This is an optimization exercise on Yosys and OpenROAD, whose aim is small area and a short achievable clock period, not a production implementation.
At most, simulation tests tie the RTL to the original design; equivalence was not proved.
No functional check of the RTL was part of runs 2 to 4.

===== flow/run.sh =====
#!/bin/bash
set -euo pipefail
W=$(pwd)
rm -rf "$W/scripts_local"
cp -r "$FLOW_HOME/scripts" "$W/scripts_local"
cp "$W/flow/abc_area.script" "$W/scripts_local/abc_area.script"
bash standard.sh SCRIPTS_DIR="$W/scripts_local" SYNTH_OPERATIONS_ARGS=-nordff ADDER_MAP_FILE= \
	"BUFFER_PORTS_ARGS=-buffer_cell sky130_fd_sc_hd__buf_1" \
	"CTS_ARGS=-sink_clustering_enable -repair_clock_nets -dont_use_dummy_load -buf_list {sky130_fd_sc_hd__clkbuf_4 sky130_fd_sc_hd__clkbuf_8}" SETUP_SLACK_MARGIN=24.3 finish > standard_flow.log 2>&1

===== flow/abc_area.script =====
strash
balance
rewrite
refactor
balance
rewrite
rewrite -z
balance
refactor -z
rewrite -z
balance
balance
rewrite
refactor
balance
rewrite
rewrite -z
balance
refactor -z
rewrite -z
balance
dch -f
map -D 5000
topo
stime -c
dnsize -c -D 5000

===== standard.sh =====
#!/bin/bash
# synth_recipe.tcl (not shown) runs the flow's synth.tcl, then flattens the netlist and writes it again
# the make line also repeats each setting of config.mk as NAME=value (left out here)
make -C /OpenROAD-flow-scripts/flow DESIGN_CONFIG=/design/flow/config.mk WORK_HOME=/design/flow/orfs CLKGATE_MAP_FILE= SYNTH_SCRIPT=/design/flow/synth_recipe.tcl "${@:-finish}"

===== config.mk =====
export PLATFORM = sky130hd
export DESIGN_NAME = mac_top
export DESIGN_NICKNAME = mac_top
export VERILOG_FILES = /design/flow/design.v
export SDC_FILE = /design/flow/constraint.sdc
export NUM_CORES = 4
export LEC_CHECK = 0
export ABC_AREA = 1
export CAP_MARGIN = 10
export CORE_MARGIN = 2
export CORE_UTILIZATION = 40
export CTS_BUF_LIST = sky130_fd_sc_hd__clkbuf_4 sky130_fd_sc_hd__clkbuf_8
export PLACE_DENSITY = 0.6
export SLEW_MARGIN = 10

===== constraint.sdc =====
create_clock -name core_clock -period 42.0 [get_ports {clk}]
set_input_delay 8.4000 -clock core_clock [delete_from_list [all_inputs] [get_ports {clk}]]
set_output_delay 8.4000 -clock core_clock [all_outputs]
set_load 0.01 [all_outputs]

===== design.v =====
module mul_unit (
	input  [15:0] a,
	input  [15:0] b,
	output [15:0] pf,
	output [12:0] pi,
	output        error
);
wire m1, m2, m3, m4, m5, m6, m7, m8, m9, m10, m11, m12;
wire m13, m14, m15, m16, m17, m18, m19, m20, m21, m22, m23, m24;
wire m25, m26, m27, m28, m29, m30, m31, m32, m33, m34, m35, m36;
wire m37, m38, m39, m40, m41, m42, m43, m44, m45, m46, m47, m48;
wire m49, m50, m51, m52, m53, m54, m55, m56, m57, m58, m59, m60;
wire m61, m62, m63, m64, m65, m66, m67, m68, m69, m70, m71, m72;
wire m73, m74, m75, m76, m77, m78, m79, m80, m81, m82, m83, m84;
wire m85, m86, m87, m88, m89, m90, m91, m92, m93, m94, m95, m96;
wire m97, m98, m99, m100, m101, m102, m103, m104, m105, m106, m107, m108;
wire m109, m110, m111, m112, m113, m114, m115, m116, m117, m118, m119, m120;
wire m121, m122, m123, m124, m125, m126, m127, m128, m129, m130, m131, m132;
wire m133, m134, m135, m136, m137, m138, m139, m140, m141, m142, m143, m144;
wire m145, m146, m147, m148, m149, m150, m151, m152, m153, m154, m155, m156;
wire m157, m158, m159, m160, m161, m162, m163, m164, m165, m166, m167, m168;
wire m169, m170, m171, m172, m173, m174, m175, m176, m177, m178, m179, m180;
wire m181, m182, m183, m184, m185, m186, m187, m188, m189, m190, m191, m192;
wire m193, m194, m195, m196, m197, m198, m199, m200, m201, m202, m203, m204;
wire m205, m206, m207, m208, m209, m210, m211, m212;
assign m1 = (a[0] & b[6]) ^ (a[1] & b[5]);
assign m2 = (a[0] & b[6]) & (a[1] & b[5]);
assign m3 = (a[0] & b[7]) ^ (a[1] & b[6]) ^ (a[2] & b[5]);
assign m4 = ((a[0] & b[7]) & (a[1] & b[6])) | ((a[0] & b[7]) & (a[2] & b[5])) | ((a[1] & b[6]) & (a[2] & b[5]));
assign m5 = (a[3] & b[4]) ^ (a[4] & b[3]);
assign m6 = (a[3] & b[4]) & (a[4] & b[3]);
assign m7 = (a[1] & b[7]) ^ (a[2] & b[6]) ^ (a[3] & b[5]);
assign m8 = ((a[1] & b[7]) & (a[2] & b[6])) | ((a[1] & b[7]) & (a[3] & b[5])) | ((a[2] & b[6]) & (a[3] & b[5]));
assign m9 = (a[4] & b[4]) ^ (a[5] & b[3]);
assign m10 = (a[4] & b[4]) & (a[5] & b[3]);
assign m11 = (a[2] & b[7]) ^ (a[3] & b[6]) ^ (a[4] & b[5]);
assign m12 = ((a[2] & b[7]) & (a[3] & b[6])) | ((a[2] & b[7]) & (a[4] & b[5])) | ((a[3] & b[6]) & (a[4] & b[5]));
assign m13 = (a[0] & b[4]) ^ (a[1] & b[3]);
assign m14 = (a[0] & b[4]) & (a[1] & b[3]);
assign m15 = (a[0] & b[5]) ^ (a[1] & b[4]) ^ (a[2] & b[3]);
assign m16 = ((a[0] & b[5]) & (a[1] & b[4])) | ((a[0] & b[5]) & (a[2] & b[3])) | ((a[1] & b[4]) & (a[2] & b[3]));
assign m17 = (a[3] & b[2]) ^ (a[4] & b[1]);
assign m18 = (a[3] & b[2]) & (a[4] & b[1]);
assign m19 = m1 ^ (a[2] & b[4]) ^ (a[3] & b[3]);
assign m20 = (m1 & (a[2] & b[4])) | (m1 & (a[3] & b[3])) | ((a[2] & b[4]) & (a[3] & b[3]));
assign m21 = (a[4] & b[2]) ^ (a[5] & b[1]) ^ (a[6] & b[0]);
assign m22 = ((a[4] & b[2]) & (a[5] & b[1])) | ((a[4] & b[2]) & (a[6] & b[0])) | ((a[5] & b[1]) & (a[6] & b[0]));
assign m23 = m2 ^ m3 ^ m5;
assign m24 = (m2 & m3) | (m2 & m5) | (m3 & m5);
assign m25 = (a[5] & b[2]) ^ (a[6] & b[1]) ^ (a[7] & b[0]);
assign m26 = ((a[5] & b[2]) & (a[6] & b[1])) | ((a[5] & b[2]) & (a[7] & b[0])) | ((a[6] & b[1]) & (a[7] & b[0]));
assign m27 = m4 ^ m6 ^ m7;
assign m28 = (m4 & m6) | (m4 & m7) | (m6 & m7);
assign m29 = m9 ^ (a[6] & b[2]) ^ (a[7] & b[1]);
assign m30 = (m9 & (a[6] & b[2])) | (m9 & (a[7] & b[1])) | ((a[6] & b[2]) & (a[7] & b[1]));
assign m31 = m8 ^ m10 ^ m11;
assign m32 = (m8 & m10) | (m8 & m11) | (m10 & m11);
assign m33 = (a[5] & b[4]) ^ (a[6] & b[3]) ^ (a[7] & b[2]);
assign m34 = ((a[5] & b[4]) & (a[6] & b[3])) | ((a[5] & b[4]) & (a[7] & b[2])) | ((a[6] & b[3]) & (a[7] & b[2]));
assign m35 = m12 ^ (a[3] & b[7]) ^ (a[4] & b[6]);
assign m36 = (m12 & (a[3] & b[7])) | (m12 & (a[4] & b[6])) | ((a[3] & b[7]) & (a[4] & b[6]));
assign m37 = (a[5] & b[5]) ^ (a[6] & b[4]) ^ (a[7] & b[3]);
assign m38 = ((a[5] & b[5]) & (a[6] & b[4])) | ((a[5] & b[5]) & (a[7] & b[3])) | ((a[6] & b[4]) & (a[7] & b[3]));
assign m39 = (a[4] & b[7]) ^ (a[5] & b[6]) ^ (a[6] & b[5]);
assign m40 = ((a[4] & b[7]) & (a[5] & b[6])) | ((a[4] & b[7]) & (a[6] & b[5])) | ((a[5] & b[6]) & (a[6] & b[5]));
assign m41 = (a[0] & b[3]) ^ (a[1] & b[2]);
assign m42 = (a[0] & b[3]) & (a[1] & b[2]);
assign m43 = m13 ^ (a[2] & b[2]) ^ (a[3] & b[1]);
assign m44 = (m13 & (a[2] & b[2])) | (m13 & (a[3] & b[1])) | ((a[2] & b[2]) & (a[3] & b[1]));
assign m45 = m14 ^ m15 ^ m17;
assign m46 = (m14 & m15) | (m14 & m17) | (m15 & m17);
assign m47 = m16 ^ m18 ^ m19;
assign m48 = (m16 & m18) | (m16 & m19) | (m18 & m19);
assign m49 = m20 ^ m22 ^ m23;
assign m50 = (m20 & m22) | (m20 & m23) | (m22 & m23);
assign m51 = m24 ^ m26 ^ m27;
assign m52 = (m24 & m26) | (m24 & m27) | (m26 & m27);
assign m53 = m28 ^ m30 ^ m31;
assign m54 = (m28 & m30) | (m28 & m31) | (m30 & m31);
assign m55 = m32 ^ m34 ^ m35;
assign m56 = (m32 & m34) | (m32 & m35) | (m34 & m35);
assign m57 = m36 ^ m38 ^ m39;
assign m58 = (m36 & m38) | (m36 & m39) | (m38 & m39);
assign m59 = m40 ^ (a[5] & b[7]) ^ (a[6] & b[6]);
assign m60 = (m40 & (a[5] & b[7])) | (m40 & (a[6] & b[6])) | ((a[5] & b[7]) & (a[6] & b[6]));
assign m61 = (a[0] & b[2]) ^ (a[1] & b[1]);
assign m62 = (a[0] & b[2]) & (a[1] & b[1]);
assign m63 = m41 ^ (a[2] & b[1]) ^ (a[3] & b[0]);
assign m64 = (m41 & (a[2] & b[1])) | (m41 & (a[3] & b[0])) | ((a[2] & b[1]) & (a[3] & b[0]));
assign m65 = m42 ^ m43 ^ (a[4] & b[0]);
assign m66 = (m42 & m43) | (m42 & (a[4] & b[0])) | (m43 & (a[4] & b[0]));
assign m67 = m44 ^ m45 ^ (a[5] & b[0]);
assign m68 = (m44 & m45) | (m44 & (a[5] & b[0])) | (m45 & (a[5] & b[0]));
assign m69 = m46 ^ m47 ^ m21;
assign m70 = (m46 & m47) | (m46 & m21) | (m47 & m21);
assign m71 = m48 ^ m49 ^ m25;
assign m72 = (m48 & m49) | (m48 & m25) | (m49 & m25);
assign m73 = m50 ^ m51 ^ m29;
assign m74 = (m50 & m51) | (m50 & m29) | (m51 & m29);
assign m75 = m52 ^ m53 ^ m33;
assign m76 = (m52 & m53) | (m52 & m33) | (m53 & m33);
assign m77 = m54 ^ m55 ^ m37;
assign m78 = (m54 & m55) | (m54 & m37) | (m55 & m37);
assign m79 = m56 ^ m57 ^ (a[7] & b[4]);
assign m80 = (m56 & m57) | (m56 & (a[7] & b[4])) | (m57 & (a[7] & b[4]));
assign m81 = m58 ^ m59 ^ (a[7] & b[5]);
assign m82 = (m58 & m59) | (m58 & (a[7] & b[5])) | (m59 & (a[7] & b[5]));
assign m83 = m60 ^ (a[6] & b[7]) ^ (a[7] & b[6]);
assign m84 = (m60 & (a[6] & b[7])) | (m60 & (a[7] & b[6])) | ((a[6] & b[7]) & (a[7] & b[6]));
assign m85 = m74 ^ m75;
assign m86 = m74 & m75;
assign m87 = m76 ^ m77;
assign m88 = m76 & m77;
assign m89 = m78 ^ m79;
assign m90 = m78 & m79;
assign m91 = m80 ^ m81;
assign m92 = m80 & m81;
assign m93 = m72 ^ m73;
assign m94 = m72 & m73;
assign m95 = m85 ^ ~(a[7] & b[1]) ^ ~(b[7] & a[1]);
assign m96 = (m85 & ~(a[7] & b[1])) | (m85 & ~(b[7] & a[1])) | (~(a[7] & b[1]) & ~(b[7] & a[1]));
assign m97 = m86 ^ m87 ^ ~(a[7] & b[2]);
assign m98 = (m86 & m87) | (m86 & ~(a[7] & b[2])) | (m87 & ~(a[7] & b[2]));
assign m99 = m88 ^ m89 ^ ~(a[7] & b[3]);
assign m100 = (m88 & m89) | (m88 & ~(a[7] & b[3])) | (m89 & ~(a[7] & b[3]));
assign m101 = m90 ^ m91 ^ ~(a[7] & b[4]);
assign m102 = (m90 & m91) | (m90 & ~(a[7] & b[4])) | (m91 & ~(a[7] & b[4]));
assign m103 = m93 ^ ~(a[7] & b[0]);
assign m104 = m93 & ~(a[7] & b[0]);
assign m105 = m94 ^ m95 ^ 1'b1;
assign m106 = (m94 & m95) | (m94 & 1'b1) | (m95 & 1'b1);
assign m107 = m96 ^ m97 ^ ~(b[7] & a[2]);
assign m108 = (m96 & m97) | (m96 & ~(b[7] & a[2])) | (m97 & ~(b[7] & a[2]));
assign m109 = m98 ^ m99 ^ ~(b[7] & a[3]);
assign m110 = (m98 & m99) | (m98 & ~(b[7] & a[3])) | (m99 & ~(b[7] & a[3]));
assign m111 = m100 ^ m101 ^ ~(b[7] & a[4]);
assign m112 = (m100 & m101) | (m100 & ~(b[7] & a[4])) | (m101 & ~(b[7] & a[4]));
assign m113 = m102 ^ m92;
assign m114 = m102 & m92;
assign m115 = m76 ^ m77 ^ a[0];
assign m116 = (m76 & m77) | (m76 & a[0]) | (m77 & a[0]);
assign m117 = m78 ^ m79 ^ a[1];
assign m118 = (m78 & m79) | (m78 & a[1]) | (m79 & a[1]);
assign m119 = (a[2] & b[9]) ^ (a[3] & b[8]);
assign m120 = (a[2] & b[9]) & (a[3] & b[8]);
assign m121 = m80 ^ m81 ^ a[2];
assign m122 = (m80 & m81) | (m80 & a[2]) | (m81 & a[2]);
assign m123 = (a[3] & b[9]) ^ (a[4] & b[8]) ^ (a[8] & b[4]);
assign m124 = ((a[3] & b[9]) & (a[4] & b[8])) | ((a[3] & b[9]) & (a[8] & b[4])) | ((a[4] & b[8]) & (a[8] & b[4]));
assign m125 = m82 ^ m83 ^ a[3];
assign m126 = (m82 & m83) | (m82 & a[3]) | (m83 & a[3]);
assign m127 = (a[4] & b[9]) ^ (a[5] & b[8]) ^ (a[8] & b[5]);
assign m128 = ((a[4] & b[9]) & (a[5] & b[8])) | ((a[4] & b[9]) & (a[8] & b[5])) | ((a[5] & b[8]) & (a[8] & b[5]));
assign m129 = m84 ^ (a[7] & b[7]) ^ a[4];
assign m130 = (m84 & (a[7] & b[7])) | (m84 & a[4]) | ((a[7] & b[7]) & a[4]);
assign m131 = (a[5] & b[9]) ^ (a[6] & b[8]) ^ (a[8] & b[6]);
assign m132 = ((a[5] & b[9]) & (a[6] & b[8])) | ((a[5] & b[9]) & (a[8] & b[6])) | ((a[6] & b[8]) & (a[8] & b[6]));
assign m133 = a[5] ^ (a[6] & b[9]) ^ (a[7] & b[8]);
assign m134 = (a[5] & (a[6] & b[9])) | (a[5] & (a[7] & b[8])) | ((a[6] & b[9]) & (a[7] & b[8]));
assign m135 = m74 ^ m75 ^ (a[0] & b[9]);
assign m136 = (m74 & m75) | (m74 & (a[0] & b[9])) | (m75 & (a[0] & b[9]));
assign m137 = m115 ^ (a[1] & b[9]) ^ (a[2] & b[8]);
assign m138 = (m115 & (a[1] & b[9])) | (m115 & (a[2] & b[8])) | ((a[1] & b[9]) & (a[2] & b[8]));
assign m139 = (a[8] & b[2]) ^ (a[9] & b[1]);
assign m140 = (a[8] & b[2]) & (a[9] & b[1]);
assign m141 = m116 ^ m117 ^ m119;
assign m142 = (m116 & m117) | (m116 & m119) | (m117 & m119);
assign m143 = (a[8] & b[3]) ^ (a[9] & b[2]) ^ b[1];
assign m144 = ((a[8] & b[3]) & (a[9] & b[2])) | ((a[8] & b[3]) & b[1]) | ((a[9] & b[2]) & b[1]);
assign m145 = m118 ^ m120 ^ m121;
assign m146 = (m118 & m120) | (m118 & m121) | (m120 & m121);
assign m147 = m123 ^ (a[9] & b[3]) ^ b[2];
assign m148 = (m123 & (a[9] & b[3])) | (m123 & b[2]) | ((a[9] & b[3]) & b[2]);
assign m149 = m122 ^ m124 ^ m125;
assign m150 = (m122 & m124) | (m122 & m125) | (m124 & m125);
assign m151 = m127 ^ (a[9] & b[4]) ^ b[3];
assign m152 = (m127 & (a[9] & b[4])) | (m127 & b[3]) | ((a[9] & b[4]) & b[3]);
assign m153 = m126 ^ m128 ^ m129;
assign m154 = (m126 & m128) | (m126 & m129) | (m128 & m129);
assign m155 = m131 ^ (a[9] & b[5]) ^ b[4];
assign m156 = (m131 & (a[9] & b[5])) | (m131 & b[4]) | ((a[9] & b[5]) & b[4]);
assign m157 = m130 ^ m132 ^ m133;
assign m158 = (m130 & m132) | (m130 & m133) | (m132 & m133);
assign m159 = (a[8] & b[7]) ^ (a[9] & b[6]) ^ b[5];
assign m160 = ((a[8] & b[7]) & (a[9] & b[6])) | ((a[8] & b[7]) & b[5]) | ((a[9] & b[6]) & b[5]);
assign m161 = m134 ^ a[6] ^ (a[7] & b[9]);
assign m162 = (m134 & a[6]) | (m134 & (a[7] & b[9])) | (a[6] & (a[7] & b[9]));
assign m163 = (a[8] & b[8]) ^ (a[9] & b[7]) ^ b[6];
assign m164 = ((a[8] & b[8]) & (a[9] & b[7])) | ((a[8] & b[8]) & b[6]) | ((a[9] & b[7]) & b[6]);
assign m165 = a[7] ^ (a[8] & b[9]) ^ (a[9] & b[8]);
assign m166 = (a[7] & (a[8] & b[9])) | (a[7] & (a[9] & b[8])) | ((a[8] & b[9]) & (a[9] & b[8]));
assign m167 = m72 ^ m73;
assign m168 = m72 & m73;
assign m169 = m135 ^ (a[1] & b[8]) ^ (a[8] & b[1]);
assign m170 = (m135 & (a[1] & b[8])) | (m135 & (a[8] & b[1])) | ((a[1] & b[8]) & (a[8] & b[1]));
assign m171 = m136 ^ m137 ^ m139;
assign m172 = (m136 & m137) | (m136 & m139) | (m137 & m139);
assign m173 = m138 ^ m140 ^ m141;
assign m174 = (m138 & m140) | (m138 & m141) | (m140 & m141);
assign m175 = m142 ^ m144 ^ m145;
assign m176 = (m142 & m144) | (m142 & m145) | (m144 & m145);
assign m177 = m146 ^ m148 ^ m149;
assign m178 = (m146 & m148) | (m146 & m149) | (m148 & m149);
assign m179 = m150 ^ m152 ^ m153;
assign m180 = (m150 & m152) | (m150 & m153) | (m152 & m153);
assign m181 = m154 ^ m156 ^ m157;
assign m182 = (m154 & m156) | (m154 & m157) | (m156 & m157);
assign m183 = m158 ^ m160 ^ m161;
assign m184 = (m158 & m160) | (m158 & m161) | (m160 & m161);
assign m185 = m162 ^ m164 ^ m165;
assign m186 = (m162 & m164) | (m162 & m165) | (m164 & m165);
assign m187 = m166 ^ a[8] ^ (a[9] & b[9]);
assign m188 = (m166 & a[8]) | (m166 & (a[9] & b[9])) | (a[8] & (a[9] & b[9]));
assign m189 = m167 ^ (a[0] & b[8]);
assign m190 = m167 & (a[0] & b[8]);
assign m191 = m168 ^ m169 ^ (a[9] & b[0]);
assign m192 = (m168 & m169) | (m168 & (a[9] & b[0])) | (m169 & (a[9] & b[0]));
assign m193 = m170 ^ m171 ^ b[0];
assign m194 = (m170 & m171) | (m170 & b[0]) | (m171 & b[0]);
assign m195 = m172 ^ m173 ^ m143;
assign m196 = (m172 & m173) | (m172 & m143) | (m173 & m143);
assign m197 = m174 ^ m175 ^ m147;
assign m198 = (m174 & m175) | (m174 & m147) | (m175 & m147);
assign m199 = m176 ^ m177 ^ m151;
assign m200 = (m176 & m177) | (m176 & m151) | (m177 & m151);
assign m201 = m178 ^ m179 ^ m155;
assign m202 = (m178 & m179) | (m178 & m155) | (m179 & m155);
assign m203 = m180 ^ m181 ^ m159;
assign m204 = (m180 & m181) | (m180 & m159) | (m181 & m159);
assign m205 = m182 ^ m183 ^ m163;
assign m206 = (m182 & m183) | (m182 & m163) | (m183 & m163);
assign m207 = m184 ^ m185 ^ b[7];
assign m208 = (m184 & m185) | (m184 & b[7]) | (m185 & b[7]);
assign m209 = m186 ^ m187 ^ b[8];
assign m210 = (m186 & m187) | (m186 & b[8]) | (m187 & b[8]);
assign m211 = m188 ^ a[9] ^ b[9];
assign m212 = (m188 & a[9]) | (m188 & b[9]) | (a[9] & b[9]);
wire [12:0] ix0 = {m110, m108, m106, m104, m103, m70, m68, m66, m64, m62, m61, (a[0] & b[1]), (a[0] & b[0])};
wire [12:0] ix1 = {m111, m109, m107, m105, ~(b[7] & a[0]), m71, m69, m67, m65, m63, (a[2] & b[0]), (a[1] & b[0]), 1'b0};
wire [21:0] fx0 = {1'b0, m212, m210, m208, m206, m204, m202, m200, m198, m196, m194, m192, m190, m189, m70, m68, m66, m64, m62, m61, (a[0] & b[1]), (a[0] & b[0])};
wire [21:0] fx1 = {1'b0, 1'b1, m211, m209, m207, m205, m203, m201, m199, m197, m195, m193, m191, (a[8] & b[0]), m71, m69, m67, m65, m63, (a[2] & b[0]), (a[1] & b[0]), 1'b0};
	wire [12:0] isum = ix0 + ix1;
	wire        iz   = (a[7:0] == 8'h80) | (b[7:0] == 8'h80);
	assign pi = iz ? 13'd0 : isum;
	wire [21:0] m  = fx0 + fx1;
	wire [5:0]  s  = a[14:10] + b[14:10];
	wire        uf = (s < 6'd15);
	wire        of = (s > 6'd46);
	wire [4:0]  e  = s[4:0] + 5'd17 + {4'd0, m[21]};
	wire [9:0]  f  = m[21] ? m[20:11] : m[19:10];
	wire        sg = a[15] ^ b[15];
	wire        z  = ~(|a) | ~(|b);
	assign error = uf | of;
	assign pf = z  ? 16'b0 :
	            uf ? {sg, 15'b0} :
	            of ? {sg, 5'h1f, 10'b0} :
	                 {sg, e, f};
endmodule
module mac_top
(
	input                    clk,
	input                    rst_n,         
	input                    enable,
	input                    valid,
	input                    read,    
	input                    mode,    
	input                    cfg,
	input             [15:0] in_a,
	input             [15:0] in_b,
	output            [15:0] mac_out,
	output                   error
);
	reg [15:0] pf_reg;    
	reg [12:0] pi_reg;    
	reg        err_reg;   
	reg [15:0] c_reg;
	reg        mode_reg;
	wire [15:0] pf_next, sum;
	wire [12:0] pi_next;
	wire        err_next;
	mul_unit u_mul  (.a(in_a), .b(in_b), .pf(pf_next), .pi(pi_next), .error(err_next));
	mac_add  u_add  (.mode(mode_reg), .pf(pf_reg), .pi(pi_reg), .c(c_reg), .s(sum));
	always @ ( posedge clk or negedge rst_n ) begin
		if ( ! rst_n ) begin
			pf_reg   <= 16'b0;   
			pi_reg   <= 13'b0;
			err_reg  <= 1'b1;    
			c_reg    <= 16'b0;
			mode_reg <= 1'b0;
		end else if (enable) begin
			if (valid) begin
				pf_reg  <= pf_next;
				pi_reg  <= pi_next;
				err_reg <= err_next;
				c_reg   <= sum;
			end
			else if (read) begin  
				pf_reg  <= 16'b0;
				pi_reg  <= 13'b0;
				err_reg <= 1'b1;
				c_reg   <= 16'b0;
			end
		end else if (cfg) begin
			mode_reg <= mode;
		end
	end
	assign error   = err_reg;
	assign mac_out = (read && enable && ~valid) ? sum : 16'b0;
endmodule
module mac_add (
	input         mode,
	input  [15:0] pf,
	input  [12:0] pi,
	input  [15:0] c,
	output [15:0] s
);
	wire [11:0] lo = pi[10:0] + c[10:0];
	wire [1:0]  hi = pi[12:11] + c[12:11];
	wire [15:0] s_int = {hi, 2'b00, lo};
	wire [4:0]  ep   = pf[14:10];
	wire [4:0]  ec   = c[14:10];
	wire [5:0]  d1   = {1'b0, ep} - {1'b0, ec};
	wire [4:0]  d2   = ec - ep;
	wire        p_ge = ~d1[5];
	wire [4:0]  sh   = p_ge ? d1[4:0] : d2;
	wire [4:0]  eb   = p_ge ? ep : ec;
	wire        a_gt = pf[14:0] > c[14:0];
	wire [9:0]  mb   = a_gt ? pf[9:0] : c[9:0];
	wire [9:0]  ms   = a_gt ? c[9:0]  : pf[9:0];
	wire        sign = a_gt ? pf[15]  : c[15];
	wire        sub  = pf[15] ^ c[15];
	wire [21:0] af   = {1'b1, ms, 11'd0} >> sh;
	wire [13:0] al   = {af[21:11], af[10], |af[8:0], af[9]};
	wire [14:0] sum  = {2'b01, mb, 3'd0} + {1'b0, al ^ {14{sub}}} + {14'd0, sub};
	wire [14:0] ma   = {sum[14] & ~sub, sum[13:0]};
	reg  [4:0]  nzl;
	always @(*) begin
		casez (ma[14:3])
			12'b1???????????: nzl = 5'd0;
			12'b01??????????: nzl = 5'd1;
			12'b001?????????: nzl = 5'd2;
			12'b0001????????: nzl = 5'd3;
			12'b00001???????: nzl = 5'd4;
			12'b000001??????: nzl = 5'd5;
			12'b0000001?????: nzl = 5'd6;
			12'b00000001????: nzl = 5'd7;
			12'b000000001???: nzl = 5'd8;
			12'b0000000001??: nzl = 5'd9;
			12'b00000000001?: nzl = 5'd10;
			12'b000000000001: nzl = 5'd11;
			default:          nzl = 5'd0;
		endcase
	end
	wire [5:0]  sle  = {1'b0, eb} - {1'b0, nzl} + 6'd1;
	wire [3:0]  lsv  = (nzl > sle[4:0]) ? sle[3:0] : nzl[3:0];
	wire [14:0] nm   = ma << lsv;
	wire        rnd  = (|nm[2:0] | nm[4]) & nm[3];
	wire [4:0]  ex   = sub ? (sle[5] ? 5'd0 : sle[4:0]) : (eb + {4'd0, ma[14]});
	wire [9:0]  fr   = nm[13:4] + {9'd0, rnd};
	wire [15:0] s_fp = {sign, ex, fr};
	assign s = mode ? s_fp : s_int;
endmodule

==> results of run 1 <==
-- area by class of cell --
cell class	count	area [µm²]	share of cell area
clock buffers	5	68.82	0.006362
inverters	232	882.1	0.08155
multi-input cells	1514	7819	0.7228
flip-flops and latches	47	1179	0.1090
well taps	319	399.1	0.03690
repair buffers	85	460.4	0.04257
repair inverters	1	8.758	0.0008097
-- worst max path at each step --
stage                      startpoint  cells after the start  slack, ns           to
5_1_grt         pf_reg[6]$_DFFE_PN0P_                     50      24.21   mac_out[9]
2_1_floorplan                    read                      4      24.47   mac_out[9]
3_3_place_gp    c_reg[12]$_DFFE_PN0P_                     46      23.85   mac_out[9]
3_5_place_dp    c_reg[12]$_DFFE_PN0P_                     47      23.68   mac_out[9]
4_1_cts        pf_reg[10]$_DFFE_PN0P_                     48      24.27   mac_out[9]
6_report                       enable                      6      24.33  mac_out[15]
-- cell families (layout without fill, tap and decap cells) --
kind of cell               Yosys count  after routing  synth area share
DFF                                 47             47            0.1218
AOI/OAI and AO/OA                  380            380            0.2293
xor gates and xnor gates           136            136            0.1247
and+or+nand+nor                    993            994            0.4300
adders and majority gates            4              4          0.004143
buffers and inverters              232            323           0.09011
-- critical path, cell delays in order --
cell      delay [ns]
buf_2           0.13
nand2_4         0.11
nor2_4          0.18
clkinv_4        0.15
nor2_2          0.13
clkbuf_2        0.15
-- per-stage QoR --
stage	util	instance area [µm²]	std cells	hold slack (ns)
3_3_place_gp	0.4385	10350	2177	0.5278
2_1_floorplan	-	9664	1792	0.5003
6_report	0.4581	10820	2203	0.5383
3_5_place_dp	0.4385	10350	2177	0.5335
5_1_grt	0.4581	10820	2203	0.5621
4_1_cts	0.4458	10530	2187	0.5466
-- timing repair --
item / in CTS / in global routing
buffers inserted: 4 / 15
setup endpoints to repair: 16 / 16
gates resized for setup: 19 / 69
pin swaps: 2 / 8
gates cloned: 1 / 1
hold buffers: 0 / 0
-- layer usage --
layer,wire length (µm),global-route usage
met5,0,0
met4,1582,0.1248
met3,1613,0.01849
met2,15730,0.4484
met1,14190,0.3098
-- cell usage after synthesis (3+ instances only) --
cell type  count
a31oi_1       11
nand3_1      150
o22ai_1       52
nor4_1         7
xor2_1        99
nand4_1       28
a21boi_0       9
nor3_1        20
xnor2_1       36
or2_2         33
a22oi_1        8
a21oi_1       90
and2_1         6
o21ai_0      150
a32oi_1        7
nand2_1      473
a22o_1         3
o2bb2ai_1      3
a21o_1         8
dfrtp_1       46
maj3_1         4
nor2_1       267
o21a_1         8
o211ai_1       8
clkinv_1     232
nand3b_1       3
and3_1         3
==> impl_metrics.py, run 1 <==
metrics = {
    "layout": {
        "layout_common_cells": "nand2_1 (467), nor2_1 (253), clkinv_1 (226)",
        "final_common_cell": "nand2_1",
        "drive_gt1_frac": 0.07166,
        "n_fill_cell": 2627,
        "area_growth_syn_to_layout_pct": 11.92,
        "fin_nets": 1925,
        "n_antenna_cell": 0,
    },
    "global_routing": {
        "gr-usage-all-layers": 0.2531,
        "grt_pass1_wl_um": 53390,
        "grt_max_degree": 48,
        "grt_overflow": 0,
        "antenna_found_initial": 0,
        "grt_pass1_vias": 10898,
    },
    "timing": {
        "final_hold_viol_count": 0,
        "finalSetupViolCount": 0,
        "fin_crit_ns": 17.67,
        "fmax_ghz": 0.05661,
        "maxSlewViolCount": 0,
        "fin_crit_sh": 0.4206,
        "tightest_slew_ns": 0.8040,
        "relSlewSlack": 0.4583,
        "grt_setup_unrepaired": "true",
        "clock-skew-final_ns": 0.02277,
        "setup_tns_ns": 0,
        "fin_ws_ns": 24.33,
    },
    "die": {
        "dieArea_um2": 25420,
        "initial_core_util": 0.4093,
        "coreArea_um2": 23610,
        "die_y_um": 159.4,
        "die_x_um": 159.4,
        "rows": 56,
        "pin_count": 56,
    },
    "synthesis": {
        "synth_edf_count": 0,
        "synth_top_area_frac": 0.1837,
        "ys_seq_area_frac": 0.1218,
        "yosysTopAreaCell": "nand2_1",
        "synth_cell_type_count": 47,
        "ys.warnings.count": 2,
        "synth.avg_cell_area_um2": 5.393,
        "synth-seq-cells": 47,
        "syn-num-nets": 1831,
        "async_flop_share": 1.000,
        "synth_flop_cell": "dfrtp_1",
        "synth_area_leaders": "nand2_1 (18%), dfrtp_1 (12%), nor2_1 (10%)",
        "syn_inst": 1792,
        "syn_area_um2": 9664,
    },
    "clock_tree": {
        "cts_made_buffers": 5,
        "cts_sinks": 47,
        "cts_tree": "built",
        "cts_buffer_depth": 2,
        "worstSkewPairLatency_ns": 0.32,
        "path_clk_slew_ns": 0.09,
        "h-tree-depth": 2,
        "root_buffer": "clkbuf_8",
    },
    "worst_setup_path": {
        "endpoint_kind": "output port",
        "crit_path_start_kind": "input pin",
        "r2r_setup_slack_ns": 33.56,
        "arrival_ns": 9.27,
        "r2r_end": "c_reg[9]$_DFFE_PN0P_",
        "r2r_start": "c_reg[11]$_DFFE_PN0P_",
        "reg2regPathDepth": 49,
        "crit_fanout": 8,
        "crit_required_ns": 33.60,
        "path_class": "input pin to output port",
    },
    "detailed_routing": {
        "ant_nets": 0,
        "drt-vias-per-instance": 5.471,
        "drc": 0,
        "drt-initial-drc-count": 909,
        "num_vias": 12053,
        "first_pass_iters": 6,
        "wl_per_cell_um": 15.03,
        "wirelength_um": 33110,
    },
    "placement": {
        "pre_cts_slack_ns": 23.68,
        "numPortBuffers": 55,
        "gp_congestion": 0.9480,
        "dp_hpwl_um": 26720,
    },
    "min_path": {
        "hold_path_class": "flop to flop",
        "min_path_cells": 1,
        "holdPathEnd": "err_reg$_DFFE_PN1P_",
        "hp-start": "err_reg$_DFFE_PN1P_",
    },
    "job": {
        "maxCapViolCount": 0,
    },
    "status": {
        "status": "complete, no violations",
    },
}
==> run 2, diff against run 1 <==
==> design.v (replaced) <==
module mac_top
(
	input                    clk,
	input                    rst_n,         
	input                    enable,
	input                    valid,
	input                    read,    
	input                    mode,    
	input                    cfg,
	input             [15:0] in_a,
	input             [15:0] in_b,
	output            [15:0] mac_out,
	output                   error
);
	reg [15:0] pf_reg;    
	reg [12:0] pi_reg;    
	reg        err_reg;   
	reg [15:0] c_reg;
	reg        mode_reg;
	wire [15:0] pf_next, sum;
	wire [12:0] pi_next;
	wire        err_next;
	fp_mul   u_fmul (.a(in_a), .b(in_b), .p(pf_next), .error(err_next));
	int_mul  u_imul (.a(in_a[7:0]), .b(in_b[7:0]), .p(pi_next));
	mac_add  u_add  (.mode(mode_reg), .pf(pf_reg), .pi(pi_reg), .c(c_reg), .s(sum));
	always @ ( posedge clk or negedge rst_n ) begin
		if ( ! rst_n ) begin
			pf_reg   <= 16'b0;   
			pi_reg   <= 13'b0;
			err_reg  <= 1'b1;    
			c_reg    <= 16'b0;
			mode_reg <= 1'b0;
		end else if (enable) begin
			if (valid) begin
				pf_reg  <= pf_next;
				pi_reg  <= pi_next;
				err_reg <= err_next;
				c_reg   <= sum;
			end
			else if (read) begin  
				pf_reg  <= 16'b0;
				pi_reg  <= 13'b0;
				err_reg <= 1'b1;
				c_reg   <= 16'b0;
			end
		end else if (cfg) begin
			mode_reg <= mode;
		end
	end
	assign error   = err_reg;
	assign mac_out = (read && enable && ~valid) ? sum : 16'b0;
endmodule
module fp_mul (
	input  [15:0] a,
	input  [15:0] b,
	output [15:0] p,
	output        error
);
	wire [5:0]  s  = a[14:10] + b[14:10];
	wire        uf = (s < 6'd15);
	wire        of = (s > 6'd46);
	wire [21:0] m  = {1'b1, a[9:0]} * {1'b1, b[9:0]};
	wire [4:0]  e  = s[4:0] + 5'd17 + {4'd0, m[21]};
	wire [9:0]  f  = m[21] ? m[20:11] : m[19:10];
	wire        sg = a[15] ^ b[15];
	wire        z  = ~(|a) | ~(|b);
	assign error = uf | of;
	assign p = z  ? 16'b0 :
	           uf ? {sg, 15'b0} :
	           of ? {sg, 5'h1f, 10'b0} :
	                {sg, e, f};
endmodule
module int_mul (
	input  [7:0]  a,
	input  [7:0]  b,
	output [12:0] p
);
	wire [6:0]  ma = a[7] ? -a[6:0] : a[6:0];
	wire [6:0]  mb = b[7] ? -b[6:0] : b[6:0];
	wire [13:0] m  = ma * mb;
	assign p = (a[7] ^ b[7]) ? -m[12:0] : m[12:0];
endmodule
module mac_add (
	input         mode,
	input  [15:0] pf,
	input  [12:0] pi,
	input  [15:0] c,
	output [15:0] s
);
	wire [11:0] lo = pi[10:0] + c[10:0];
	wire [1:0]  hi = pi[12:11] + c[12:11];
	wire [15:0] s_int = {hi, 2'b00, lo};
	wire        a_gt = pf[14:0] > c[14:0];
	wire [14:0] big  = a_gt ? pf[14:0] : c[14:0];
	wire [14:0] sml  = a_gt ? c[14:0]  : pf[14:0];
	wire        sign = a_gt ? pf[15]   : c[15];
	wire        sub  = pf[15] ^ c[15];
	wire [4:0]  sh   = big[14:10] - sml[14:10];
	wire [21:0] af   = {1'b1, sml[9:0], 11'd0} >> sh;
	wire [13:0] al   = {af[21:11], af[10], |af[8:0], af[9]};
	wire [14:0] add  = {1'b1, big[9:0], 3'd0} + (sub ? -al : al);
	wire [14:0] ma   = {add[14] & ~sub, add[13:0]};
	reg  [4:0]  nzl;
	always @(*) begin
		casez (ma[14:3])
			12'b1???????????: nzl = 5'd0;
			12'b01??????????: nzl = 5'd1;
			12'b001?????????: nzl = 5'd2;
			12'b0001????????: nzl = 5'd3;
			12'b00001???????: nzl = 5'd4;
			12'b000001??????: nzl = 5'd5;
			12'b0000001?????: nzl = 5'd6;
			12'b00000001????: nzl = 5'd7;
			12'b000000001???: nzl = 5'd8;
			12'b0000000001??: nzl = 5'd9;
			12'b00000000001?: nzl = 5'd10;
			12'b000000000001: nzl = 5'd11;
			default:          nzl = 5'd0;
		endcase
	end
	wire [5:0]  sle  = {1'b0, big[14:10]} - {1'b0, nzl} + 6'd1;
	wire [3:0]  lsv  = (nzl > sle[4:0]) ? sle[3:0] : nzl[3:0];
	wire [14:0] nm   = ma << lsv;
	wire        rnd  = (|nm[2:0] | nm[4]) & nm[3];
	wire [4:0]  ex   = sub ? (sle[5] ? 5'd0 : sle[4:0]) : (big[14:10] + {4'd0, ma[14]});
	wire [9:0]  fr   = nm[13:4] + {9'd0, rnd};
	wire [15:0] s_fp = {sign, ex, fr};
	assign s = mode ? s_fp : s_int;
endmodule
==> run.sh (new file) <==
#!/bin/bash
# synth_recipe.tcl (not shown) runs the flow's synth.tcl, then flattens the netlist and writes it again
# the make line also repeats each setting of config.mk as NAME=value (left out here)
make -C /OpenROAD-flow-scripts/flow DESIGN_CONFIG=/design/flow/config.mk WORK_HOME=/design/flow/orfs CLKGATE_MAP_FILE= SYNTH_SCRIPT=/design/flow/synth_recipe.tcl finish
--- a/config.mk
+++ b/config.mk
@@ -7,8 +7,6 @@
 export LEC_CHECK = 0
-export ABC_AREA = 1
-export CAP_MARGIN = 10
+export CAP_MARGIN = 20
 export CORE_MARGIN = 2
 export CORE_UTILIZATION = 40
-export CTS_BUF_LIST = sky130_fd_sc_hd__clkbuf_4 sky130_fd_sc_hd__clkbuf_8
 export PLACE_DENSITY = 0.6
-export SLEW_MARGIN = 10
+export SLEW_MARGIN = 20
removed: flow/run.sh
removed: flow/abc_area.script
removed: standard.sh
==> run 2 against run 1 <==
  * Critical path depth is 52 higher
  * Final cell count is 11% lower
  * Clock skew is 0.013 ns lower
  * Die area is 30% higher
  * Worst hold slack worse by 0.045 ns
  * Critical path type is now flop to output port
  * Critical endpoint is now mac_out[9]
==> impl_metrics.py, run 2 <==
metrics = {
    "timing": {
        "finalSetupViolCount": 0,
        "setup_tns_ns": 0,
        "maxSlewViolCount": 0,
        "clock-skew-final_ns": 0.009317,
        "fmax_ghz": 0.04212,
        "grt_setup_unrepaired": "false",
        "fin_ws_ns": 18.26,
        "fin_crit_ns": 23.74,
        "fin_crit_sh": 0.5653,
        "final_hold_viol_count": 0,
        "tightest_slew_ns": 1.081,
        "relSlewSlack": 0.2730,
    },
    "detailed_routing": {
        "ant_nets": 0,
        "drc": 0,
        "first_pass_iters": 5,
        "drt-vias-per-instance": 5.662,
        "num_vias": 11114,
        "wirelength_um": 35820,
        "drt-initial-drc-count": 767,
        "wl_per_cell_um": 18.25,
    },
    "layout": {
        "multi_input_area_um2": 10550,
        "n_fill_cell": 3121,
        "finalNonFillerCells": 1963,
        "area_growth_syn_to_layout_pct": 8.171,
        "n_antenna_cell": 0,
        "drive_gt1_frac": 0.05424,
        "final_common_cell": "nand2_1",
        "fin_nets": 1863,
        "seqCellArea_um2": 1177,
        "layout_common_cells": "nand2_1 (186), inv_1 (168), ha_1 (152)",
    },
    "worst_setup_path": {
        "endpoint_kind": "output port",
        "crit_path_start_kind": "flop",
        "crit_fanout": 30,
        "path_common_cell": "ha_1",
        "cp_slowest_cell": "ha_1",
        "arrival_ns": 15.34,
        "crit_required_ns": 33.60,
        "cp_num_buf_inv": 8,
        "path_class": "flop to output port",
        "cp_num_cells": 58,
        "r2r_setup_slack_ns": 27.47,
        "reg2regPathDepth": 56,
        "slowest_delay_ns": 0.85,
        "cp_top_family": "compound AO/OA/AOI/OAI gates",
    },
    "die": {
        "initial_core_util": 0.4088,
        "dieArea_um2": 32940,
        "die_x_um": 181.5,
        "pin_count": 56,
        "die_y_um": 181.5,
        "rows": 64,
        "coreArea_um2": 30830,
    },
    "job": {
        "maxCapViolCount": 0,
    },
    "min_path": {
        "hold_path_class": "flop to flop",
        "min_path_cells": 2,
    },
    "synthesis": {
        "synth_top_area_frac": 0.1684,
        "ys_seq_area_frac": 0.09342,
        "synth_cell_type_count": 99,
        "syn_area_um2": 12600,
        "synth_area_leaders": "fa_1 (17%), ha_1 (15%), dfrtp_1 (9.1%)",
        "synth_most_common_cell": "nand2_1",
        "synth_flop_cell": "dfrtp_1",
        "syn_inst": 1555,
        "ys.warnings.count": 2,
        "async_flop_share": 1.000,
        "synth-seq-cells": 47,
        "synth.avg_cell_area_um2": 8.105,
        "yosysTopAreaCell": "fa_1",
        "synth_edf_count": 0,
        "synth_common_cells": "nand2_1 (186), inv_1 (168), ha_1 (152), fa_1 (106), nor2_1 (102)",
        "syn-num-nets": 1852,
    },
    "global_routing": {
        "antenna_found_initial": 0,
        "grt_max_degree": 48,
        "grt_pass1_vias": 11159,
        "grt_pass1_wl_um": 59270,
        "gr-usage-all-layers": 0.2212,
        "grt_overflow": 0,
    },
    "placement": {
        "pre_cts_slack_ns": 18.78,
        "gp_congestion": 0.9260,
        "dp_hpwl_um": 29740,
        "dp.cells": 1955,
        "numPortBuffers": 55,
    },
    "clock_tree": {
        "ctsResizeCount": 0,
        "root_buffer": "clkbuf_16",
        "worstSkewPairLatency_ns": 0.29,
        "cts_sinks": 47,
        "post_cts_buffers": 0,
        "path_clk_slew_ns": 0.07,
        "cts_made_buffers": 5,
        "cts_hold_buf": 0,
        "cts_tree": "built",
        "cts_buffer_depth": 2,
        "h-tree-depth": 2,
    },
    "status": {
        "status": "complete, no violations",
    },
}
run 2: logic make-up after synthesis:
kind of cell	count (synthesis)	share of synthesized area
xor+xnor	98	0.06810
mux	60	0.05351
buf+inv	228	0.07078
flops	47	0.09342
fa+ha+maj	258	0.3193
simple gates	504	0.1970
compound gates	360	0.1980
run 2: final timing paths:
| path | to | from |
|---|---|---|
| min | pi_reg[4]$_DFFE_PN0P_ | pi_reg[4]$_DFFE_PN0P_ |
| max in group asynchronous | pf_reg[0]$_DFFE_PN0P_ | rst_n |
| min in group asynchronous | c_reg[7]$_DFFE_PN0P_ | rst_n |
| max | mac_out[9] | c_reg[10]$_DFFE_PN0P_ |
| max reg2reg | c_reg[3]$_DFFE_PN0P_ | c_reg[10]$_DFFE_PN0P_ |
| min reg2reg | pi_reg[4]$_DFFE_PN0P_ | pi_reg[4]$_DFFE_PN0P_ |
run 2: cell type report:
cell class	count	share of cell area
well taps	396	0.03634
repair buffers	62	0.04534
clock inverters	1	0.0006424
flip-flops and latches	47	0.08636
clock buffers	7	0.01046
multi-input cells	1280	0.7740
inverters	170	0.04681
run 2: worst reg2reg max path: cells and delay by family, from the launching register on:
kind,cells,cell delay [ns]
AOI/OAI and AO/OA,22,5.09
xor gates and xnor gates,4,1.02
DFF,1,0.43
and+or+nand+nor,13,2.81
buffers and inverters,7,1.30
adders and majority gates,9,3.16
muxes,1,0.60
run 2: per-stage QoR:
| stage | util | area, µm² | hold WS (ns) |
|---|---|---|---|
| 2_1_floorplan | - | 12600 | 0.4563 |
| 3_3_place_gp | 0.4362 | 13450 | 0.4773 |
| 3_5_place_dp | 0.4371 | 13470 | 0.4816 |
| 4_1_cts | 0.4420 | 13630 | 0.4999 |
| 5_1_grt | 0.4422 | 13630 | 0.5229 |
| 6_report | 0.4422 | 13630 | 0.4936 |
run 2: per-layer routing:
metal | vias up | routed length [µm] | global-route usage
met3 | 59 | 1660 | 0.01986
met1 | 5410 | 16310 | 0.2994
met4 | 0 | 1266 | 0.07545
met5 | - | 0 | 0
met2 | 290 | 16580 | 0.3709
li1 | 5355 | - | -
==> run 3, diff against run 2 <==
--- a/design.v
+++ b/design.v
@@ -92,12 +92,18 @@
 	wire [15:0] s_int = {hi, 2'b00, lo};
+	wire [4:0]  ep   = pf[14:10];
+	wire [4:0]  ec   = c[14:10];
+	wire [5:0]  d1   = {1'b0, ep} - {1'b0, ec};
+	wire [4:0]  d2   = ec - ep;
+	wire        p_ge = ~d1[5];
+	wire [4:0]  sh   = p_ge ? d1[4:0] : d2;
+	wire [4:0]  eb   = p_ge ? ep : ec;
 	wire        a_gt = pf[14:0] > c[14:0];
-	wire [14:0] big  = a_gt ? pf[14:0] : c[14:0];
-	wire [14:0] sml  = a_gt ? c[14:0]  : pf[14:0];
-	wire        sign = a_gt ? pf[15]   : c[15];
+	wire [9:0]  mb   = a_gt ? pf[9:0] : c[9:0];
+	wire [9:0]  ms   = a_gt ? c[9:0]  : pf[9:0];
+	wire        sign = a_gt ? pf[15]  : c[15];
 	wire        sub  = pf[15] ^ c[15];
-	wire [4:0]  sh   = big[14:10] - sml[14:10];
-	wire [21:0] af   = {1'b1, sml[9:0], 11'd0} >> sh;
+	wire [21:0] af   = {1'b1, ms, 11'd0} >> sh;
 	wire [13:0] al   = {af[21:11], af[10], |af[8:0], af[9]};
-	wire [14:0] add  = {1'b1, big[9:0], 3'd0} + (sub ? -al : al);
-	wire [14:0] ma   = {add[14] & ~sub, add[13:0]};
+	wire [14:0] sum  = {2'b01, mb, 3'd0} + {1'b0, al ^ {14{sub}}} + {14'd0, sub};
+	wire [14:0] ma   = {sum[14] & ~sub, sum[13:0]};
 	reg  [4:0]  nzl;
@@ -120,3 +126,3 @@
 	end
-	wire [5:0]  sle  = {1'b0, big[14:10]} - {1'b0, nzl} + 6'd1;
+	wire [5:0]  sle  = {1'b0, eb} - {1'b0, nzl} + 6'd1;
 	wire [3:0]  lsv  = (nzl > sle[4:0]) ? sle[3:0] : nzl[3:0];
@@ -124,3 +130,3 @@
 	wire        rnd  = (|nm[2:0] | nm[4]) & nm[3];
-	wire [4:0]  ex   = sub ? (sle[5] ? 5'd0 : sle[4:0]) : (big[14:10] + {4'd0, ma[14]});
+	wire [4:0]  ex   = sub ? (sle[5] ? 5'd0 : sle[4:0]) : (eb + {4'd0, ma[14]});
 	wire [9:0]  fr   = nm[13:4] + {9'd0, rnd};
==> run 3 against run 2 <==
  * Global-route usage is 0.34 points higher
  * Maximum frequency grew 11%
  * Still clean
  * Area after synthesis rose by 2.8%
  * Die area rose by 2.7%
  * Via count is 2.1% higher
  * Largest cell class unchanged
  * First-iteration DRC count rose by 7.7%
  * Critical path type unchanged
  * Worst hold slack gained 0.0035 ns
  * Critical endpoint is now mac_out[8]
  * Clock skew is 0.0016 ns higher
==> impl_metrics.py, run 3 <==
metrics = {
    "synthesis": {
        "synth_top_area_frac": 0.1654,
        "synth_top_family_by_area": "adder cells",
        "synth_cell_type_count": 101,
        "synth_compound_area_frac": 0.2006,
        "synth.avg_cell_area_um2": 8.188,
        "synth-seq-cells": 47,
        "synth_common_cells": "nand2_1 (186), inv_1 (169), ha_1 (157), fa_1 (107), nor2_1 (85)",
        "async_flop_share": 1.000,
        "ys_seq_area_frac": 0.09089,
        "syn-num-nets": 1885,
        "muxShareOfSynthArea": 0.04752,
        "syn_inst": 1582,
        "syn_area_um2": 12950,
        "synth_most_common_cell": "nand2_1",
        "yosys.area_share.simple": 0.1973,
        "ys.warnings.count": 2,
        "synth-xor-area-share": 0.07302,
        "yosysTopAreaCell": "fa_1",
        "synth_flop_cell": "dfrtp_1",
        "synth_area_leaders": "fa_1 (17%), ha_1 (15%), dfrtp_1 (8.9%)",
        "synthAdderAreaFrac": 0.3170,
        "synth_edf_count": 0,
    },
    "global_routing": {
        "gr-usage-all-layers": 0.2246,
        "grt_pass1_vias": 11321,
        "grt_pass1_wl_um": 60740,
        "grt_overflow": 0,
        "antenna_found_initial": 0,
        "grt_max_degree": 48,
    },
    "detailed_routing": {
        "ant_nets": 0,
        "drt-vias-per-instance": 5.689,
        "drt-initial-drc-count": 826,
        "wirelength_um": 36850,
        "num_vias": 11344,
        "drc": 0,
        "wl_per_cell_um": 18.48,
        "first_pass_iters": 6,
    },
    "worst_setup_path": {
        "path_common_cell": "ha_1",
        "crit_required_ns": 33.60,
        "endpoint_kind": "output port",
        "slowest_delay_ns": 0.93,
        "crit_path_start_kind": "flop",
        "arrival_ns": 13.05,
        "crit_fanout": 28,
        "cp_slowest_cell": "ha_1",
        "path_class": "flop to output port",
    },
    "die": {
        "pin_count": 56,
        "dieArea_um2": 33840,
        "rows": 65,
        "die_x_um": 184.0,
        "initial_core_util": 0.4084,
        "coreArea_um2": 31720,
        "die_y_um": 184.0,
    },
    "layout": {
        "area_growth_syn_to_layout_pct": 7.785,
        "fin_nets": 1894,
        "layout_common_cells": "nand2_1 (186), inv_1 (169), ha_1 (157)",
        "drive_gt1_frac": 0.05465,
        "n_antenna_cell": 0,
        "final_common_cell": "nand2_1",
        "finalInstanceArea_um2": 13960,
    },
    "placement": {
        "placed_cell_area_um2": 13780,
        "dp_hpwl_um": 30160,
        "numPortBuffers": 55,
        "gp_congestion": 0.9074,
        "pre_cts_slack_ns": 21.00,
    },
    "timing": {
        "setup_tns_ns": 0,
        "final_hold_viol_count": 0,
        "fin_ws_ns": 20.55,
        "clock-skew-final_ns": 0.01088,
        "fin_crit_sh": 0.5108,
        "relSlewSlack": 0.2736,
        "tightest_slew_ns": 1.080,
        "fmax_ghz": 0.04661,
        "grt_setup_unrepaired": "false",
        "maxSlewViolCount": 0,
        "fin_crit_ns": 21.46,
        "finalSetupViolCount": 0,
    },
    "clock_tree": {
        "cts_made_buffers": 5,
        "ctsResizeCount": 0,
        "path_clk_slew_ns": 0.07,
        "cts_buffer_depth": 2,
        "cts_sinks": 47,
        "cts_hold_buf": 0,
        "h-tree-depth": 2,
        "root_buffer": "clkbuf_16",
        "post_cts_buffers": 0,
        "worstSkewPairLatency_ns": 0.30,
        "cts_tree": "built",
    },
    "min_path": {
        "hold_path_class": "flop to flop",
    },
    "status": {
        "status": "complete, no violations",
    },
    "job": {
        "maxCapViolCount": 0,
    },
}
run 3: cell types whose count changed after synthesis, sizes merged, moves of 7 or more:
| cell | previous run | this run |
|---|---|---|
| a21o | 21 | 39 |
| nor2 | 102 | 87 |
| and3 | 3 | 15 |
| buf | 13 | 25 |
| o21ai | 98 | 86 |
| xnor2 | 67 | 77 |
| nand3b | 3 | 12 |
| a22oi | 13 | 5 |
| clkbuf | 45 | 38 |
run 3: path summary, 6_finish.rpt:
path,start,endpoint,slack (ns),cells past startpoint
worst max-delay path,pf_reg[10]$_DFFE_PN0P_,mac_out[8],20.55,44
worst min-delay path,pi_reg[3]$_DFFE_PN0P_,pi_reg[3]$_DFFE_PN0P_,0.50,2
worst max register to register,pf_reg[10]$_DFFE_PN0P_,c_reg[4]$_DFFE_PN0P_,29.66,43
max in group asynchronous,rst_n,pf_reg[1]$_DFFE_PN0P_,33.38,2
min in group asynchronous,rst_n,c_reg[13]$_DFFE_PN0P_,8.19,2
worst min register to register,pi_reg[3]$_DFFE_PN0P_,pi_reg[3]$_DFFE_PN0P_,0.50,2
run 3: per-layer routing:
layer / share of wire / vias up / global-route usage
li1: - / 5485 / -
met1: 0.45 / 5527 / 0.2981
met2: 0.48 / 291 / 0.3968
met3: 0.039 / 41 / 0.01704
met4: 0.023 / 0 / 0.05280
met5: 0 / - / 0
run 3: critical path, delay by kind of cell, from the launching register on:
kind                       cells  cell delay, ns
adders and majority gates      8            2.84
AOI/OAI and AO/OA             14            3.55
DFF                            1            0.40
xor gates and xnor gates       1            0.15
muxes                          3            1.30
buffers and inverters          3            0.73
and+or+nand+nor               15            3.80
run 3: area by class of cell:
class,instances,area [µm²]
Multi-Input combinational cell,1302,10850
Tap cell,402,503.0
Clock inverter,2,38.79
Fill cell,3185,17760
Sequential cell,47,1177
Clock buffer,6,138.9
Timing Repair Buffer,65,620.6
Inverter,170,638.1
run 3: logic make-up (layout without fill, tap and decap cells):
family          Yosys count  in the layout
simple gates            507            507
compound gates          366            366
fa+ha+maj               264            264
buf+inv                 233            243
xor+xnor                108            108
mux                      57             57
flops                    47             47
run 3: through the flow:
| stage | util | instances | hold slack [ns] |
|---|---|---|---|
| after floorplan | - | 1582 | 0.4563 |
| after global routing | 0.4402 | 1994 | 0.5340 |
| after global placement | 0.4346 | 1986 | 0.4801 |
| after CTS | 0.4402 | 1994 | 0.4978 |
| final | 0.4402 | 1994 | 0.4971 |
| after detailed placement | 0.4346 | 1986 | 0.4802 |
==> run 4, diff against run 3 <==
--- a/design.v
+++ b/design.v
@@ -1 +1,21 @@
+module mul_unit (input [15:0] a, input [15:0] b, output [15:0] pf, output [12:0] pi, output error);
+	wire [15:0] x  = a[7:0] * b[7:0];
+	wire [4:0]  corr = (a[7] ? b[4:0] : 5'd0) + (b[7] ? a[4:0] : 5'd0);
+	wire        iz = (a[7:0] == 8'h80) | (b[7:0] == 8'h80);
+	assign pi = iz ? 13'd0 : {x[12:8] - corr, x[7:0]};
+	wire [2:0]  ah = {1'b1, a[9:8]}, bh = {1'b1, b[9:8]};
+	wire [10:0] t1 = ah * b[7:0];
+	wire [10:0] t2 = bh * a[7:0];
+	wire [5:0]  t3 = ah * bh;
+	wire [21:0] m  = {6'd0, x} + {3'd0, t1, 8'd0} + {3'd0, t2, 8'd0} + {t3, 16'd0};
+	wire [5:0]  s  = a[14:10] + b[14:10];
+	wire        uf = (s < 6'd15);
+	wire        of = (s > 6'd46);
+	wire [4:0]  e  = s[4:0] + 5'd17 + {4'd0, m[21]};
+	wire [9:0]  f  = m[21] ? m[20:11] : m[19:10];
+	wire        sg = a[15] ^ b[15];
+	wire        z  = ~(|a) | ~(|b);
+	assign error = uf | of;
+	assign pf = z  ? 16'b0 : uf ? {sg, 15'b0} : of ? {sg, 5'h1f, 10'b0} : {sg, e, f};
+endmodule
 module mac_top
@@ -22,4 +42,3 @@
 	wire        err_next;
-	fp_mul   u_fmul (.a(in_a), .b(in_b), .p(pf_next), .error(err_next));
-	int_mul  u_imul (.a(in_a[7:0]), .b(in_b[7:0]), .p(pi_next));
+	mul_unit u_mul  (.a(in_a), .b(in_b), .pf(pf_next), .pi(pi_next), .error(err_next));
 	mac_add  u_add  (.mode(mode_reg), .pf(pf_reg), .pi(pi_reg), .c(c_reg), .s(sum));
@@ -51,32 +70,2 @@
 	assign mac_out = (read && enable && ~valid) ? sum : 16'b0;
-endmodule
-module fp_mul (
-	input  [15:0] a,
-	input  [15:0] b,
-	output [15:0] p,
-	output        error
-);
-	wire [5:0]  s  = a[14:10] + b[14:10];
-	wire        uf = (s < 6'd15);
-	wire        of = (s > 6'd46);
-	wire [21:0] m  = {1'b1, a[9:0]} * {1'b1, b[9:0]};
-	wire [4:0]  e  = s[4:0] + 5'd17 + {4'd0, m[21]};
-	wire [9:0]  f  = m[21] ? m[20:11] : m[19:10];
-	wire        sg = a[15] ^ b[15];
-	wire        z  = ~(|a) | ~(|b);
-	assign error = uf | of;
-	assign p = z  ? 16'b0 :
-	           uf ? {sg, 15'b0} :
-	           of ? {sg, 5'h1f, 10'b0} :
-	                {sg, e, f};
-endmodule
-module int_mul (
-	input  [7:0]  a,
-	input  [7:0]  b,
-	output [12:0] p
-);
-	wire [6:0]  ma = a[7] ? -a[6:0] : a[6:0];
-	wire [6:0]  mb = b[7] ? -b[6:0] : b[6:0];
-	wire [13:0] m  = ma * mb;
-	assign p = (a[7] ^ b[7]) ? -m[12:0] : m[12:0];
 endmodule
==> flow/run.sh (new file) <==
#!/bin/bash
# Standard layout with five changes to how it is made (the clock, constraints
# and checks are the design's own):
#  - synthesis maps logic with the delay-bounded area mapping in flow/abc_area.script
#  - synthesis leaves full and half adders to that mapping (no ADDER_MAP_FILE)
#  - synthesis maps adders' carry logic with Yosys's default Brent-Kung tree
#    (any SYNTH_OPERATIONS_ARGS drops ORFS's Kogge-Stone extra map; -nordff
#    only concerns memories, which this design has none of)
#  - ports get the smallest buffer (buf_1); timing repair resizes the ones that matter
#  - timing repair aims for more setup slack than the design's period needs
set -euo pipefail
W=$(pwd)
rm -rf "$W/scripts_local"
cp -r "$FLOW_HOME/scripts" "$W/scripts_local"
cp "$W/flow/abc_area.script" "$W/scripts_local/abc_area.script"
bash standard.sh SCRIPTS_DIR="$W/scripts_local" SYNTH_OPERATIONS_ARGS=-nordff ADDER_MAP_FILE= \
	"BUFFER_PORTS_ARGS=-buffer_cell sky130_fd_sc_hd__buf_1" SETUP_SLACK_MARGIN=24 finish > standard_flow.log 2>&1
==> flow/abc_area.script (new file) <==
strash
dch -f
map -D 5000
topo
stime -c
dnsize -c -D 5000
==> standard.sh (new file) <==
#!/bin/bash
# synth_recipe.tcl (not shown) runs the flow's synth.tcl, then flattens the netlist and writes it again
# the make line also repeats each setting of config.mk as NAME=value (left out here)
make -C /OpenROAD-flow-scripts/flow DESIGN_CONFIG=/design/flow/config.mk WORK_HOME=/design/flow/orfs CLKGATE_MAP_FILE= SYNTH_SCRIPT=/design/flow/synth_recipe.tcl "${@:-finish}"
--- a/config.mk
+++ b/config.mk
@@ -7,2 +7,3 @@
 export LEC_CHECK = 0
+export ABC_AREA = 1
 export CAP_MARGIN = 20
removed: run.sh
==> run 4 against run 3 <==
  * Synthesized cell count rose by 19%
  * Register-to-register slack improved by 3.8 ns
  * Worst hold slack improved by 0.010 ns
  * Maximum frequency rose by 21%
  * Die area fell by 20%
  * Still clean
  * Design area fell by 16%
  * Sequential cell count did not move
==> impl_metrics.py, run 4 <==
metrics = {
    "worst_setup_path": {
        "r2r_end": "c_reg[9]$_DFFE_PN0P_",
        "crit_path_start_kind": "input pin",
        "crit_fanout": 9,
        "r2r_start": "pf_reg[13]$_DFFE_PN0P_",
        "path_class": "input pin to output port",
        "crit_required_ns": 33.60,
        "crit_start": "enable",
        "critPathCapture": "mac_out[3]",
        "arrival_ns": 9.35,
        "r2r_setup_slack_ns": 33.51,
        "endpoint_kind": "output port",
        "reg2regPathDepth": 47,
    },
    "clock_tree": {
        "h-tree-depth": 2,
        "cts_tree": "built",
        "path_clk_slew_ns": 0.06,
        "cts_sinks": 47,
        "cts_hold_buf": 0,
        "worstSkewPairLatency_ns": 0.31,
        "cts_made_buffers": 5,
        "cts_buffer_depth": 2,
    },
    "global_routing": {
        "antenna_found_initial": 0,
        "gr-usage-all-layers": 0.2767,
        "grt_max_degree": 48,
        "grt_pass1_vias": 11643,
    },
    "timing": {
        "fin_crit_ns": 17.75,
        "maxSlewViolCount": 0,
        "finalSetupViolCount": 0,
        "fin_ws_ns": 24.25,
        "fmax_ghz": 0.05633,
        "grt_setup_unrepaired": "true",
        "tightest_slew_ns": 0.8508,
        "relSlewSlack": 0.4275,
        "setup_tns_ns": 0,
        "fin_crit_sh": 0.4227,
    },
    "detailed_routing": {
        "wirelength_um": 37830,
        "ant_nets": 0,
        "drt-vias-per-instance": 5.742,
        "wl_per_cell_um": 16.32,
        "drt-initial-drc-count": 1318,
    },
    "synthesis": {
        "synth_top_area_frac": 0.1629,
        "syn-num-nets": 1922,
        "synth_edf_count": 0,
        "ys_seq_area_frac": 0.1138,
        "synth.avg_cell_area_um2": 5.495,
        "async_flop_share": 1.000,
        "synth-seq-cells": 47,
        "synth_most_common_cell": "nand2_1",
        "ys.warnings.count": 2,
        "yosysTopAreaCell": "nand2_1",
        "synth_area_leaders": "nand2_1 (16%), dfrtp_1 (11%), nor2_1 (10%)",
        "synth_cell_type_count": 53,
        "syn_inst": 1883,
    },
    "layout": {
        "n_antenna_cell": 0,
        "layout_common_cells": "nand2_1 (444), nor2_1 (278), clkinv_1 (228)",
        "final_common_cell": "nand2_1",
        "seqCellArea_um2": 1177,
        "drive_gt1_frac": 0.06640,
        "n_fill_cell": 2800,
        "multi_input_area_um2": 8635,
    },
    "die": {
        "pin_count": 56,
        "dieArea_um2": 27170,
        "die_x_um": 164.8,
        "rows": 58,
    },
    "placement": {
        "numPortBuffers": 55,
        "pre_cts_slack_ns": 23.34,
        "gp_congestion": 0.9656,
    },
    "min_path": {
        "min_path_cells": 2,
    },
    "status": {
        "status": "complete, no violations",
    },
}
run 4: cell count changes after synthesis, sizes merged, moves of 43 or more:
cell and change:
nand2 +263, clkinv +229, nor2 +202, inv -169, ha -157, nand3 +157
fa -107, and2 -60, xor2 +56, o21ai +49, o22ai +43
run 4: kinds of logic (layout without fill, tap and decap cells):
| group | count (synthesis) | in the layout | share of synthesized area |
|---|---|---|---|
| AOI/OAI and AO/OA | 381 | 382 | 0.2160 |
| and+or+nand+nor | 1077 | 1077 | 0.4490 |
| DFF | 47 | 47 | 0.1138 |
| xor gates and xnor gates | 133 | 133 | 0.1233 |
| buffers and inverters | 230 | 334 | 0.08343 |
| adders and majority gates | 15 | 15 | 0.01451 |
run 4: routing by layer:
metal / wire (µm) / share of wire / up-vias / global-route usage
met5: 0 / 0 / - / 0
met4: 852 / 0.023 / 0 / 0.07075
met3: 3041 / 0.080 / 58 / 0.02612
met2: 16160 / 0.43 / 549 / 0.4235
met1: 17770 / 0.47 / 6047 / 0.4132
li1: - / - / 6655 / -
run 4: final cells by class:
class                      count  share of cell area
timing repair buffer          96             0.04722
clock buffer                   6             0.01093
inverter                     230             0.07364
clock inverter                 2            0.001061
sequential                    47             0.09985
tap                          330             0.03502
multi-input combinational   1607              0.7323
run 4: worst min-delay path by stage:
stage | from | endpoint | slack (ns)
after global routing | err_reg$_DFFE_PN1P_ | err_reg$_DFFE_PN1P_ | 0.54
after global placement | err_reg$_DFFE_PN1P_ | err_reg$_DFFE_PN1P_ | 0.50
after CTS | err_reg$_DFFE_PN1P_ | err_reg$_DFFE_PN1P_ | 0.51
after floorplan | pi_reg[12]$_DFFE_PN0P_ | pi_reg[12]$_DFFE_PN0P_ | 0.47
after detailed placement | err_reg$_DFFE_PN1P_ | err_reg$_DFFE_PN1P_ | 0.50
final | err_reg$_DFFE_PN1P_ | err_reg$_DFFE_PN1P_ | 0.51
run 4: per-stage QoR:
stage	utilization	area [µm²]	std cells	hold slack, ns
after global routing	0.4669	11790	2318	0.5387
after floorplan	-	10350	1883	0.4732
after detailed placement	0.4395	11100	2285	0.5034
after global placement	0.4395	11100	2285	0.5025
final	0.4669	11790	2318	0.5071
after CTS	0.4512	11400	2300	0.5132
run 4: what timing repair did:
item	CTS	global route
gates resized for setup	18	60
setup buffers	7	17
pin swaps	3	6
cloned	0	1
endpoints found under the setup margin	16	10
hold endpoints to repair	0	0
run 4: critical path, stage by stage:
cell      delay [ns]
buf_1           0.22
nand3b_1        0.11
buf_4           0.19
buf_12          0.14
nor2_1          0.11
buf_1           0.17

## separate check: timing with driven ports
In the flow no input, the clock included, has a driving cell. The finished layouts below were timed again as built, in two steps. Step 1, drivers: a clkbuf_16 drives clk and a buf_2 each remaining input, both assumed. Step 2, shift: input delay + t, output delay - t, t = (earliest + latest rising clock arrival at the registers) / 2. This alone moves slack from input paths to output paths. a / b / c = ideal ports / drivers / drivers and shift; a / b = the first two.
run | t (ns) | setup slack, ns | hold WS [ns] | latest minus earliest clock arrival (ns) | cell pins on the clock port's net
run 1 | 0.345 | 24.335 / 24.312 / 24.312 | 0.538 / 0.538 / 0.538 | 0.023 / 0.023 | 1
run 2 | 0.324 | 18.259 / 18.220 / 18.544 | 0.494 / 0.494 / 0.494 | 0.010 / 0.010 | 1
run 3 | 0.328 | 20.545 / 20.508 / 20.835 | 0.497 / 0.497 / 0.497 | 0.011 / 0.011 | 1
run 4 | 0.346 | 24.246 / 24.226 / 24.226 | 0.507 / 0.507 / 0.507 | 0.009 / 0.010 | 1
After both steps setup and hold are still met in every run listed. The setup slack of run 1, which loses most, moves by -0.023 ns with the drivers and by -0.023 ns with both steps.
